Background: an optimization exercise with open tools, aiming at small area, a short achievable clock period and few clock cycles. Do not read the settings as production practice. Function was checked by simulation only, so behaviour that the tests miss may differ from the original. Power is estimated from default activity; no workload was simulated.

Design systolic_mm, start of the top module:
module systolic_mm (
    input clk,
    input rst_n,
    input in_valid,
    input in_last,
    input [55:0] a_col,
    input [55:0] b_row,
    output reg out_valid,
    output reg [55:0] out_data
);
function [20:0] booth_enc;
    input [13:0] a;
    reg [13:0] s;
    reg [14:0] x;
    integer k;
    begin
        s = a[13] ? a + 14'd4095 : a;     
        x = {s, 1'b0};
        for (k = 0; k < 7; k = k + 1) begin
            booth_enc[k]      = x[2*k+2];                                    
            booth_enc[7 + k]  = x[2*k+1] ^ x[2*k];                           
            booth_enc[14 + k] = (x[2*k+2] & ~x[2*k+1] & ~x[2*k]) |
                                (~x[2*k+2] & x[2*k+1] & x[2*k]);             
        end
    end
endfunction
wire [55:0] a_in = in_valid ? a_col : 56'd0;
reg  [20:0] e0_d0, e1_d1, e2_d2, e3_d3;    
reg  [13:0] a1_d0, a2_d0, a2_d1, a3_d0, a3_d1, a3_d2;    
reg  [55:0] b_d0, b_d1, b_d2, b_d3;        
reg         in_tile;        
reg  [3:0]  st_d;           
reg  [3:0]  ls_d;           
reg  [3:0]  rv;             
always @(posedge clk) begin
    e0_d0 <= booth_enc(a_in[13:0]);
    a1_d0 <= a_in[27:14];
    a2_d0 <= a_in[41:28];
    a3_d0 <= a_in[55:42];
    e1_d1 <= booth_enc(a1_d0);
    a2_d1 <= a2_d0;
    e2_d2 <= booth_enc(a2_d1);
    a3_d1 <= a3_d0;
    a3_d2 <= a3_d1;
    e3_d3 <= booth_enc(a3_d2);
    b_d0  <= b_row;
    b_d1  <= b_d0;
    b_d2  <= b_d1;
    b_d3  <= b_d2;
end
wire st_in = in_valid & !in_tile;
always @(posedge clk or negedge rst_n) begin
    if (!rst_n) begin
        in_tile   <= 1'b0;
        st_d      <= 4'd0;
        ls_d      <= 4'd0;
        rv        <= 4'd0;
        out_valid <= 1'b0;
    end else begin
        if (in_valid)
  ...
For scale: about 14,000 cells after synthesis, ~170 I/O pins.
Settings: LEC_CHECK=0, ABC_CLOCK_PERIOD_IN_PS=3000, CAP_MARGIN=20, CORE_MARGIN=2, CORE_UTILIZATION=65, PLACE_DENSITY=0.72, SETUP_SLACK_MARGIN=4.2, SLEW_MARGIN=20, SYNTH_HIERARCHICAL=1, SYNTH_MINIMUM_KEEP_SIZE=0; clock period 7.5 ns.
run.sh (not shown) runs the stock make flow with config.mk's settings and CLKGATE_MAP_FILE= SYNTH_SCRIPT=/design/flow/synth_recipe.tcl, a recipe that flattens the netlist after the stock synthesis.
Testbench counts at the start, summed over its fixed seeds: cycles 6,216.
==> next run, changes <==
- CORE_UTILIZATION: 65 -> 50
- CTS_CLUSTER_DIAMETER: unset -> 80
- CTS_CLUSTER_SIZE: unset -> 30
- PLACE_DENSITY: 0.72 -> unset
- SETUP_SLACK_MARGIN: 4.2 -> 4.3
Outcome: Worst setup slack is better by 0.11 ns; cell count grows by 5.5%; area after synthesis is unchanged; wire length increases by 3.7%; combinational power is about the same.


systolic_mm, a different RTL version from the one above (not shown whole).
For scale: ~14000 cells after synthesis, ~170 I/O pins.
clock: 7.5 ns
lec_check: 0
abc_clock_period_in_ps: 3000
cap_margin: 20
core_margin: 2
core_utilization: 60
cts_cluster_diameter: 80
cts_cluster_size: 30
place_density: 0.68
setup_slack_margin: 4.4
slew_margin: 20
synth_hierarchical: 1
synth_minimum_keep_size: 0
standard.sh (not shown) runs the stock make flow with config.mk's settings and CLKGATE_MAP_FILE= SYNTH_SCRIPT=/design/flow/synth_recipe.tcl, a recipe that flattens the netlist after the stock synthesis.
==> flow/flow/run.sh <==
#!/bin/bash
set -euo pipefail
export BUFFER_PORTS_ARGS="-buffer_cell sky130_fd_sc_hd__buf_4"
bash standard.sh finish > standard_flow.log 2>&1
Testbench counts at the start, summed over its fixed seeds: cycles 6,216.
Next try:
Settings changed: CORE_UTILIZATION 60 to 65, PLACE_DENSITY 0.68 to 0.72.
Outcome:
- The new run passed the timing, design-rule and antenna checks
- setup slack is worse by 130 ps
- power rose by 0.65%
- via count hardly moves
- clock power went up by about 2%
- global-route usage rose by 3.1 points
- sequential share of layout area climbs by 0.11 points
- wire length is about the same


run A:
Starting RTL as in the previous note.
==> flow/config.mk <==
export PLATFORM = sky130hd
export DESIGN_NAME = systolic_mm
export DESIGN_NICKNAME = systolic_mm
export VERILOG_FILES = /design/flow/design.v
export SDC_FILE = /design/flow/constraint.sdc
export NUM_CORES = 4
export LEC_CHECK = 0
export ABC_CLOCK_PERIOD_IN_PS = 3000
export CAP_MARGIN = 20
export CORE_MARGIN = 2
export CORE_UTILIZATION = 60
export CTS_CLUSTER_DIAMETER = 80
export CTS_CLUSTER_SIZE = 30
export PLACE_DENSITY = 0.68
export SETUP_SLACK_MARGIN = 4.45
export SLEW_MARGIN = 20
export SYNTH_HIERARCHICAL = 1
export SYNTH_MINIMUM_KEEP_SIZE = 0
==> flow/constraint.sdc <==
create_clock -name core_clock -period 7.5 [get_ports {clk}]
set_input_delay 1.5000 -clock core_clock [delete_from_list [all_inputs] [get_ports {clk}]]
set_output_delay 1.5000 -clock core_clock [all_outputs]
set_load 0.01 [all_outputs]
Scripts as last shown in full above: flow/flow/run.sh
Run A finished every step from synthesis to the final layout, and the layout passed the timing, design-rule and antenna checks.
Testbench counts of run A, summed over its fixed seeds: cycles 6,216.
Input changes introduced in run B (baseline for comparison: run A):
Settings: CORE_UTILIZATION: 60 -> 55; PLACE_DENSITY: 0.68 -> 0.64.
==> comparison <==
- Summary of run B over run A: total power now larger; number of placed instances, taps included picked up an extra about 1.5%; global-route usage fell 3.5 points.
- The switching share of total power of run B falls short of that of run A by 0.20 points.
- Final critical delay including setup and external delays on run B is up relative to run A.
Input changes introduced in run C (baseline for comparison: run B):
Settings: a deleted PLACE_DENSITY that had been 0.64; a deleted CTS_CLUSTER_DIAMETER that had been 80; a change of CORE_UTILIZATION from 55 to 50; a change of SETUP_SLACK_MARGIN from 4.45 to 4.25; a deleted CTS_CLUSTER_SIZE that had been 30.
==> flow/run.sh (new file) <==
#!/bin/bash
# synth_recipe.tcl (not shown) runs the flow's synth.tcl, then flattens the netlist and writes it again
# the make line also repeats each setting of config.mk as NAME=value (left out here)
make -C /OpenROAD-flow-scripts/flow DESIGN_CONFIG=/design/flow/config.mk WORK_HOME=/design/flow/orfs CLKGATE_MAP_FILE= SYNTH_SCRIPT=/design/flow/synth_recipe.tcl finish
removed: flow/flow/run.sh
removed: flow/standard.sh
==> comparison <==
- From run B to run C the numbers moved as follows: mean number of vias per cell saw a decrease; clock transition at the register clock pins on the worst setup and hold paths after CTS shows a reduction of 0.03 ns; post-layout worst setup margin down 0.20 ns.
- Measured against each other, run C and run B differ in worst stage delay on the critical path, the lower figure coming from run C.
- Compared with run B, in run C die area +0.029 mm², hold slack has decreased.
Modified inputs, run D compared to run C
Settings: putting CTS_CLUSTER_DIAMETER at 80 where nothing was set; swapping 4.25 for 4.5 in SETUP_SLACK_MARGIN; putting CTS_CLUSTER_SIZE at 30 where nothing was set.
==> flow/flow/run.sh (new file) <==
#!/bin/bash
set -euo pipefail
export BUFFER_PORTS_ARGS="-buffer_cell sky130_fd_sc_hd__buf_4"
bash standard.sh finish > standard_flow.log 2>&1
==> flow/standard.sh (new file) <==
#!/bin/bash
# synth_recipe.tcl (not shown) runs the flow's synth.tcl, then flattens the netlist and writes it again
# the make line also repeats each setting of config.mk as NAME=value (left out here)
make -C /OpenROAD-flow-scripts/flow DESIGN_CONFIG=/design/flow/config.mk WORK_HOME=/design/flow/orfs CLKGATE_MAP_FILE= SYNTH_SCRIPT=/design/flow/synth_recipe.tcl "${@:-finish}"
removed: flow/run.sh
### Flow results
Taking run C as the reference, in run D net load switching power moved up, initial antenna violation count went up 35%. Max-slew headroom at the worst pin: run D better than run C. Run D against run C: final clock period utilization by the worst path shrank by 2.6 points; clock skew has increased; cell area after layout shows an increase of about 6%; non-clock buffer count went up 120%. Taking run C as the reference, in run D number of placed cells counting well taps shows no meaningful change; worst hold slack shows an increase of 0.056 ns; register-to-register slack shows an increase of 0.20 ns.

re-timing with driven ports:
How much do the figures lean on ideal ports? The routed layouts below were timed once more, with nothing changed but the port constraints. Step 1 assumes that a clkbuf_16 drives the clock port and a buf_2 every other input. Step 2 times the ports against the registers' clock, not the clock port: input delays grow and output delays shrink by t, the midpoint of the rising clock arrivals with the driver on. a / b / c = no drivers / after step 1 / after step 2; a / b = the first two.
run	shift t [ns]	setup WS [ns]	worst register clock-pin slew, ns
the first run of note 1	0.984	4.141 / 4.141 / 3.451	0.07 / 0.07
the second run of note 1	0.996	4.255 / 4.255 / 3.576	0.11 / 0.11
the first run of note 2	0.946	4.383 / 4.383 / 4.028	0.12 / 0.12
the second run of note 2	0.949	4.251 / 4.251 / 3.989	0.12 / 0.12
run A	0.921	4.430 / 4.430 / 3.969	0.11 / 0.11
run B	0.982	4.385 / 4.350 / 4.010	0.12 / 0.12
run C	1.014	4.189 / 4.189 / 3.436	0.07 / 0.07
run D	0.974	4.386 / 4.386 / 4.106	0.11 / 0.11
After both steps every run listed still meets setup and hold. The setup slack of run C, which loses most, moves by 0.000 ns with the drivers and by -0.753 ns with both steps.
